This design comes from an exercise in tuning for small area on the open sky130 flow, not from production work. The RTL was checked by simulation tests, not by an equivalence proof against the original design. Power and IR drop assume default switching activity.

`design/flow/constraint.sdc`:
```
create_clock -name core_clock -period 20.0 [get_ports {clk}]
set_input_delay 4.0000 -clock core_clock [delete_from_list [all_inputs] [get_ports {clk}]]
set_output_delay 4.0000 -clock core_clock [all_outputs]
set_load 0.01 [all_outputs]
```
`design/flow/design.v`:
```
module seven_seg(en,in,seg);
input [3:0] in;
input en;
output [7:0] seg;
reg [7:0] seg;
always@(en or in)
begin
 if (!en) seg=8'b11111111;
 else case(in)
 4'd0: seg=8'b11000000;
 4'd1: seg=8'b11111001;
 4'd2: seg=8'b10100100;
 4'd3: seg=8'b10110000;
 4'd4: seg=8'b10011001;
 4'd5: seg=8'b10010010;
 4'd6: seg=8'b10000010;
 4'd7: seg=8'b11011000;
 4'd8: seg=8'b10000000;
 4'd9: seg=8'b10010000;
 default: seg=8'b11111111;
 endcase
 end
 endmodule 
module seven_seg_dot (en,in,seg);
input [3:0] in;
input en;
output [7:0] seg;
reg [7:0] seg;
always@(en or in)
begin
 if (!en) seg=8'b11111111;
 else case(in)
 4'd0: seg=8'b01000000;
 4'd1: seg=8'b01111001;
 4'd2: seg=8'b00100100;
 4'd3: seg=8'b00110000;
 4'd4: seg=8'b00011001;
 4'd5: seg=8'b00010010;
 4'd6: seg=8'b00000010;
 4'd7: seg=8'b01011000;
 4'd8: seg=8'b00000000;
 4'd9: seg=8'b00010000;
 default: seg=8'b11111111;
 endcase
 end
 endmodule 
module bcd_8421 (clk, rst, data, unit, ten, hun, thou, ten_thou, hun_thou);
input clk, rst;
input [19:0] data;
output [3:0] unit, ten, hun, thou, ten_thou, hun_thou;
reg [5:0]  cnt_shift;
reg [43:0] data_shift;  
reg        shift_sig;
reg [3:0]  unit, ten, hun, thou, ten_thou, hun_thou;
always@(posedge clk or posedge rst)
if (rst)
cnt_shift <= 5'd0;
else if (cnt_shift == 5'd21 && shift_sig == 1'b0)
cnt_shift <= 5'd0;
else if (shift_sig == 1'b0)
cnt_shift <= cnt_shift +1'b1;
else 
cnt_shift <= cnt_shift;
always@(posedge clk or posedge rst)
if (rst)
data_shift <= 44'b0;
else if (cnt_shift == 5'd0 && shift_sig == 1'b0)
data_shift <= {24'd0, data};
else if ((cnt_shift <= 5'd20) && (shift_sig == 1'b1))
begin
data_shift[23:20] <= (data_shift[23:20] > 4'b0100)?(data_shift[23:20] + 4'b0011):(data_shift[23:20]);
data_shift[27:24] <= (data_shift[27:24] > 4'b0100)?(data_shift[27:24] + 4'b0011):(data_shift[27:24]);
data_shift[31:28] <= (data_shift[31:28] > 4'b0100)?(data_shift[31:28] + 4'b0011):(data_shift[31:28]);
data_shift[35:32] <= (data_shift[35:32] > 4'b0100)?(data_shift[35:32] + 4'b0011):(data_shift[35:32]);
data_shift[39:36] <= (data_shift[39:36] > 4'b0100)?(data_shift[39:36] + 4'b0011):(data_shift[39:36]);
data_shift[43:40] <= (data_shift[43:40] > 4'b0100)?(data_shift[43:40] + 4'b0011):(data_shift[43:40]);
end
else if ((cnt_shift <= 5'd20) && (shift_sig == 1'b0))
data_shift <= data_shift << 1;
else 
data_shift <= data_shift;
always@(posedge clk or posedge rst)
if(rst == 1'b1)
shift_sig <= 1'b1;
else 
shift_sig <= ~shift_sig;
always@(posedge clk or posedge rst)
if(rst)
begin
unit <= 4'd0;
ten  <= 4'd0;
hun  <= 4'd0;
thou <= 4'd0;
ten_thou <= 4'd0;
hun_thou <= 4'd0;
end
else if (cnt_shift == 5'd21)
begin
 unit  <= data_shift[23:20];
 ten   <= data_shift[27:24];
 hun   <= data_shift[31:28];
 thou  <= data_shift[35:32];
 ten_thou <= data_shift[39:36];
 hun_thou <= data_shift[43:40];
 end
 endmodule
module adc_3008(clk, rst, cs, mosi, sck, miso, start, seg0, seg1, seg2, seg3, seg4, seg5); 
input clk, rst;
input miso;
input start;
output reg cs;
output reg mosi, sck;
output [7:0] seg0, seg1, seg2, seg3, seg4, seg5;
reg [2:0] state;     
reg [7:0] cnt_clk;   
reg [4:0] cnt_sck;   
reg [3:0] cnt_bit;   
reg [2:0] cnt_byte; 
reg rd_sig;          
reg [10:0] data_reg; 
reg [9:0] data_out;  
reg send_data_sig;   
reg [31:0] cnt;      
reg start_sig;       
wire [3:0] unit;
wire [3:0] ten; 
wire [3:0] hun; 
wire [3:0] thou; 
wire [3:0] ten_thou;
wire [3:0] hun_thou;
wire [19:0] data_bcd;
wire [19:0] data_bcd_vol;
assign data_bcd = {10'b0, data_out};
assign data_bcd_vol = (data_bcd*20'd479)/20'd1023;
parameter [2:0] INTIAL = 3'd0,
                WAIT_START = 3'd1,
                WRITE = 3'd2,
		READ = 3'd3,
		WAIT_END = 3'd4,
		END = 3'd5;
parameter WR_IN = 11'b000001_10010;
parameter cnt_clk_max = 8'd219;
parameter cnt_max = 32'd1_999;
always@(posedge clk or posedge rst)
if (rst)
cnt <= 32'd0;
else if (cnt == cnt_max)
cnt <= 32'd0;
else if (start == 1'b1)
cnt <= cnt + 1'b1;
always@(posedge clk or posedge rst)
if (rst)
start_sig <= 1'b0;
else if (start == 1'b1 && cnt == cnt_max)  
start_sig <= 1'b1;
else 
start_sig <= 1'b0;
always@(posedge clk or posedge rst)
if (rst)
state <= INTIAL;
else 
case(state)
INTIAL: if (start_sig == 1'b1)
        state <= WAIT_START;
		  else 
		  state <= INTIAL;
WAIT_START: if (cnt_byte == 3'd0 && cnt_clk == cnt_clk_max)
            state <= WRITE;
            else 
            state <= WAIT_START;			
WRITE: if (cnt_byte == 3'd1 && cnt_clk == cnt_clk_max)
       state <= READ;
	   else 
	   state <= WRITE;
READ: if (cnt_byte == 3'd2 && cnt_clk == cnt_clk_max)
      state <= WAIT_END;
      else 
      state <= READ;	  
WAIT_END: if (cnt_byte == 3'd3 && cnt_clk == cnt_clk_max)
          state <= END;
		    else 
		    state <= WAIT_END;
END: if (cnt_byte == 3'd4 && cnt_clk == cnt_clk_max)
     state <= INTIAL;
     else 
     state <= END;
default: state <= INTIAL;
endcase
always@(posedge clk or posedge rst)
if (rst)
cnt_clk <= 8'd0;
else if (state == INTIAL)
cnt_clk <= 8'd0;
else if (cnt_clk == cnt_clk_max) 
cnt_clk <= 8'd0;
else if (state != INTIAL)
cnt_clk <= cnt_clk + 1'b1;
always@(posedge clk or posedge rst)
if (rst)
cnt_byte <= 3'd0;
else if (cnt_byte == 3'd4 && cnt_clk == cnt_clk_max)
cnt_byte <= 3'd0;
else if (cnt_clk == cnt_clk_max)
cnt_byte <= cnt_byte + 1'b1;
always@(posedge clk or posedge rst)
if (rst)
cnt_sck <= 5'd0;
else if (state == WRITE && cnt_byte == 3'd1 && cnt_sck == 5'd19)
cnt_sck <= 5'd0;
else if (state ==READ && cnt_byte == 3'd2 && cnt_sck == 5'd19)
cnt_sck <= 5'd0;
else if (state == WRITE && cnt_byte == 3'd1)
cnt_sck <= cnt_sck + 1'b1;
else if (state ==READ && cnt_byte == 3'd2)
cnt_sck <= cnt_sck + 1'b1;
else 
cnt_sck <= 1'b0;
always@(posedge clk or posedge rst)
if (rst)
sck <= 1'b0;
else if (cnt_sck == 5'd0 && cnt_byte == 3'd3)
sck <= 1'b0;
else if (cnt_sck == 5'd0 && cnt_byte == 3'd1 && cnt_bit >= 4'd5)
sck <= 1'b0;
else if (cnt_sck == 5'd10 && cnt_byte == 3'd1 && cnt_bit >= 4'd5)
sck <= 1'b1;
else if (cnt_sck == 5'd0 && cnt_byte == 3'd2)
sck <= 1'b0;
else if (cnt_sck == 5'd10 && cnt_byte == 3'd2)
sck <= 1'b1;
else 
sck <= sck;
always@(posedge clk or posedge rst)
if (rst)
cnt_bit <= 4'd0;
else if (cnt_bit == 4'd10 && cnt_sck == 5'd10)
cnt_bit <= 4'd0;
else if (cnt_sck == 5'd10)
cnt_bit <= cnt_bit + 1'b1;
always@(posedge clk or posedge rst)
if (rst)
cs <= 1'b1;
else if (start_sig == 1'b1)
cs <= 1'b0;
else if (cnt_byte == 3'd3 && cnt_clk == cnt_clk_max && state == WAIT_END)
cs <= 1'b1;
always@(posedge clk or posedge rst)
if (rst)
mosi <= 1'b0;
else if (state == WRITE && cnt_byte == 4'd1 && cnt_sck == 5'd0)
mosi <= WR_IN[10-cnt_bit];
else if (state != WRITE)
mosi <= 1'b0;
always@(posedge clk or posedge rst)
if (rst)
rd_sig <= 1'b0;
else if (state == READ && cnt_byte == 4'd2 && cnt_sck == 5'd9)
rd_sig <= 1'b1;
else 
rd_sig <= 1'b0;
always@(posedge clk or posedge rst)
if (rst)
data_reg <= 11'd0;
else if (rd_sig == 1'b1)
data_reg <= {data_reg[9:0], miso};
always@(posedge clk or posedge rst)
if (rst)
send_data_sig <= 1'b0;
else if (cnt_byte == 4'd2 && cnt_clk == cnt_clk_max)
send_data_sig <= 1'b1;
else 
send_data_sig <= 1'b0;
always@(posedge clk or posedge rst)
if (rst)
data_out <= 10'd0;
else if (send_data_sig == 1'b1)
data_out <= data_reg[9:0];
else 
data_out <= data_out;
bcd_8421 bcd_8421_inst(
.clk(clk), 
.rst(rst), 
.data(data_bcd_vol), 
.unit(unit), 
.ten(ten), 
.hun(hun), 
.thou(thou), 
.ten_thou(ten_thou), 
.hun_thou(hun_thou)
);
seven_seg s0(
.en(1'b1),
.in(unit), 
.seg(seg0));
seven_seg s1(
.en(1'b1),
.in(ten), 
.seg(seg1));
seven_seg_dot s2(
.en(1'b1),
.in(hun), 
.seg(seg2));
seven_seg s3(
.en(1'b1),
.in(thou), 
.seg(seg3));
seven_seg s4(
.en(1'b1),
.in(ten_thou), 
.seg(seg4));
seven_seg s5(
.en(1'b1),
.in(hun_thou), 
.seg(seg5));
endmodule
```
`design/flow/config.mk`:
```
export PLATFORM = sky130hd
export DESIGN_NAME = adc_3008
export DESIGN_NICKNAME = adc_3008
export VERILOG_FILES = /design/flow/design.v
export SDC_FILE = /design/flow/constraint.sdc
export NUM_CORES = 4
export LEC_CHECK = 0
export CAP_MARGIN = 20
export CORE_MARGIN = 2
export CORE_UTILIZATION = 40
export SLEW_MARGIN = 20
```
`design/flow/run.sh`:
```
#!/bin/bash
# synth_recipe.tcl (not shown) runs the flow's synth.tcl, then flattens the netlist and writes it again
# the make line also repeats each setting of config.mk as NAME=value (left out here)
make -C /OpenROAD-flow-scripts/flow DESIGN_CONFIG=/design/flow/config.mk WORK_HOME=/design/flow/orfs CLKGATE_MAP_FILE= SYNTH_SCRIPT=/design/flow/synth_recipe.tcl finish
```
==> flow_summary.toml <==
[cts]
numClockSinks = 156
cts.path.max_buffers = 2
numCtsBuffers = 17
clk_latency_ns = 0.43
clkTransAtPathRegs_ns = 0.07
cts_tree = "yes"
cts_resized = 0
cts_htree_levels = 4
cts_setup_buffers = 0
postCtsHoldBufs = 0
clockRootBuffer = "clkbuf_16"

[pwr]
p_leak_uw = 0.00667
power_density_nw_per_um2 = 44.9
peakVddDrop_uv = 41.7

[drt]
drc = 0
drt_wl_total_um = 31600
wl_per_cell_um = 15.1
num_vias = 11700
avgViaCountPerCell = 5.60
ant_nets = 0
first_pass_iters = 5
drt_iter0_drc = 896

[finish]
antennaDiodeCount = 0
area_growth_pct = 9.98
stdcell_area_um2 = 15200
largest-register = "bcd_8421_inst.data_shift"
top_regs = "bcd_8421_inst.data_shift x44, cnt x32"
nNetsFinal = 1768
drive_above_1_share = 0.0697
largest_register_ffs = 44
nFillCells = 3365

[timing]
period_minus_slack_ns = 12.29
setup_slack_ns = 7.71
slew_headroom = 0.257
worstMarginPinSlew_ns = 1.11
holdWs_ns = 0.388
timing.fmax_mhz = 81.3
finalCritPeriodShare = 0.615
rsz0062_at_grt = "no"
hold_viol = 0
fin_worst_skew_ns = 0.0152
fin_setup_tns_ns = 0
drv_slew = 0
setup_viol = 0

[global_route]
antenna_found_initial = 0
grt_use_total = 0.179
grt_pass1_vias = 11300
grt.overflow.total = 0
grt_first_pass_wirelength_um = 54500
grt_max_degree = 86

[setup_path]
cp-endpoint = "bcd_8421_inst.data_shift[0]$_DFFE_PP0P_"
setup.worst_path.start = "data_out[7]$_DFFE_PP0P_"
critPathMaxFanout = 13
crit_type = "register to register"
regToRegSetupSlack_ns = 7.71
reg2reg_to = "bcd_8421_inst.data_shift[0]$_DFFE_PP0P_"
r2r_cells = 41
critPathMaxStageDelay_ns = 0.97
critPathMostFrequentCell = "inv_1"
worstSetupEndpointType = "register"
cp.arrival_ns = 12.64
crit_slowest_cell = "a221oi_1"
crit_required_ns = 20.34
worstSetupStartpointType = "register"
r2r_start = "data_out[7]$_DFFE_PP0P_"

[synthesis]
ys_ff_latch = 156
synth_edf_count = 0
synth_cells = 1615
synth_cell_types = 106
syn_area_per_cell_um2 = 8.54
synth_top_area_frac = 0.279
yosysWarnings = 4
synth_area_leader_cell = "dfrtp_1"
yosysSeqAreaShare = 0.283
yosys_most_used_dff = "dfrtp_1"
netlist_top_cells_area = "dfrtp_1 (28%), ha_1 (9.3%), fa_1 (5.7%)"
syn-cell-area_um2 = 13800
yosysMostFrequentCell = "dfrtp_1"
yosys-top-cells-count = "dfrtp_1 (154), nand2_1 (142), nor2_1 (138)"
async_flop_share = 1.00

[placed_design]
gp_congestion = 0.923
place_area_um2 = 14600
hpwlAfterDp_um = 23600
portBuffers = 49
dp_slack_ns = 7.93

[floorplanning]
fp-row-count = 68
io_pins = 55
core-area_um2 = 34300
start_util = 0.402
fp.dieW_um = 190
die_area_um2 = 36000
die_h_um = 190

[worst_hold_path]
min_path_type = "register to register"

[run]
drv_cap = 0

[status]
outcome = "complete, no violations"
## worst max-delay path, delay by kind of cell, from the launching register on
kind                       cells  cell delay, ns
adders and majority gates      6            2.66
buffers and inverters          5            0.38
AOI/OAI and AO/OA             15            4.94
xor gates and xnor gates       3            0.51
and+or+nand+nor               12            3.21
DFF                            1            0.47
## how the worst min path moves through the flow
stage                              from             end  slack [ns]  cells past startpoint
detailed placement  start_sig$_DFF_PP0_  cs$_DFFE_PP1P_        0.38                      1
floorplan           start_sig$_DFF_PP0_  cs$_DFFE_PP1P_        0.36                      1
global placement    start_sig$_DFF_PP0_  cs$_DFFE_PP1P_        0.38                      1
finish              start_sig$_DFF_PP0_  cs$_DFFE_PP1P_        0.39                      1
CTS                 start_sig$_DFF_PP0_  cs$_DFFE_PP1P_        0.39                      1
global route        start_sig$_DFF_PP0_  cs$_DFFE_PP1P_        0.42                      1
## cells by family after synthesis
logic type / Yosys count / synth area share
compound gates: 433 / 0.213
xor+xnor: 73 / 0.0483
fa+ha+maj: 144 / 0.151
buf+inv: 205 / 0.0628
flops: 156 / 0.283
mux: 43 / 0.0337
other cells: 1 / 0.000272
simple gates: 560 / 0.207
## through the flow
stage / instances / utilization / power (uW)
detailed placement: 2058 / 0.425 / 360
floorplan: 1619 / - / 353
finish: 2090 / 0.442 / 681
global route: 2090 / 0.442 / 710
global placement: 2058 / 0.425 / 359
CTS: 2090 / 0.442 / 692
## final cells by class
type	count	area, um2	share of cell area
clock buffer	20	447	0.0294
clock inverter	12	151	0.00998
inverter	131	497	0.0327
multi-input combinational	1258	9040	0.596
sequential	156	3910	0.258
tap	455	569	0.0375
timing repair buffer	58	558	0.0368
## per-layer routing
metal / global-route usage / share of wire / vias to the layer above
met5: 0 / 0 / -
met4: 0.0414 / 0.011 / 0
li1: - / - / 5801
met2: 0.297 / 0.47 / 244
met3: 0.0260 / 0.040 / 34
met1: 0.248 / 0.48 / 5629
## power breakdown
part	internal, uW	total [uW]	switching [uW]
clock	191	328	137
combinational	8.44	22.2	13.7
sequential	322	331	8.41
## layout by cell type, fill, tap and decap left out, types with 7 or more instances in the layout
cell             instances
nor2_1                 138
a21o_1                  14
a22o_1                   9
o2111ai_1                9
nand2b_1                18
xor2_1                  32
o32ai_1                  9
mux2_2                  27
clkdlybuf4s50_1         49
a211oi_1                10
or3_1                   13
and3_1                  19
ha_1                   103
a211o_1                  7
inv_1                  130
a21oi_1                109
dfrtp_1                154
nand4_1                 31
o21ai_0                112
buf_4                    9
xnor2_1                 39
nor3_1                  38
and4_1                  10
nor4_1                  10
nand3_1                 56
o211ai_1                17
a31oi_1                 16
mux2i_1                 16
nor2b_1                 14
o31ai_1                 23
nand2_1                142
fa_1                    39
and2_1                  26
clkbuf_16               17

## what the ideal ports hide
No port has a modelled driver above. Below, the same layout with a new extraction and two added sets of constraints.
Step 1: set_driving_cell puts a clkbuf_16 on clk and a buf_2 on each other input, an assumption about the parent block.
Step 2 times the ports against the registers' clock, not the clock port: input delays grow and output delays shrink by t, the midpoint of the rising clock arrivals with the driver on.
Slacks: ideal / step 1 / step 2; pairs: ideal / step 1.
t (ns): 0.469
setup WS [ns]: 7.706 / 7.706 / 7.706
worst hold slack (ns): 0.388 / 0.388 / 0.388
After both steps this run still meets setup and hold. The setup slack of this run moves by 0.000 ns with the drivers and by 0.000 ns with both steps.
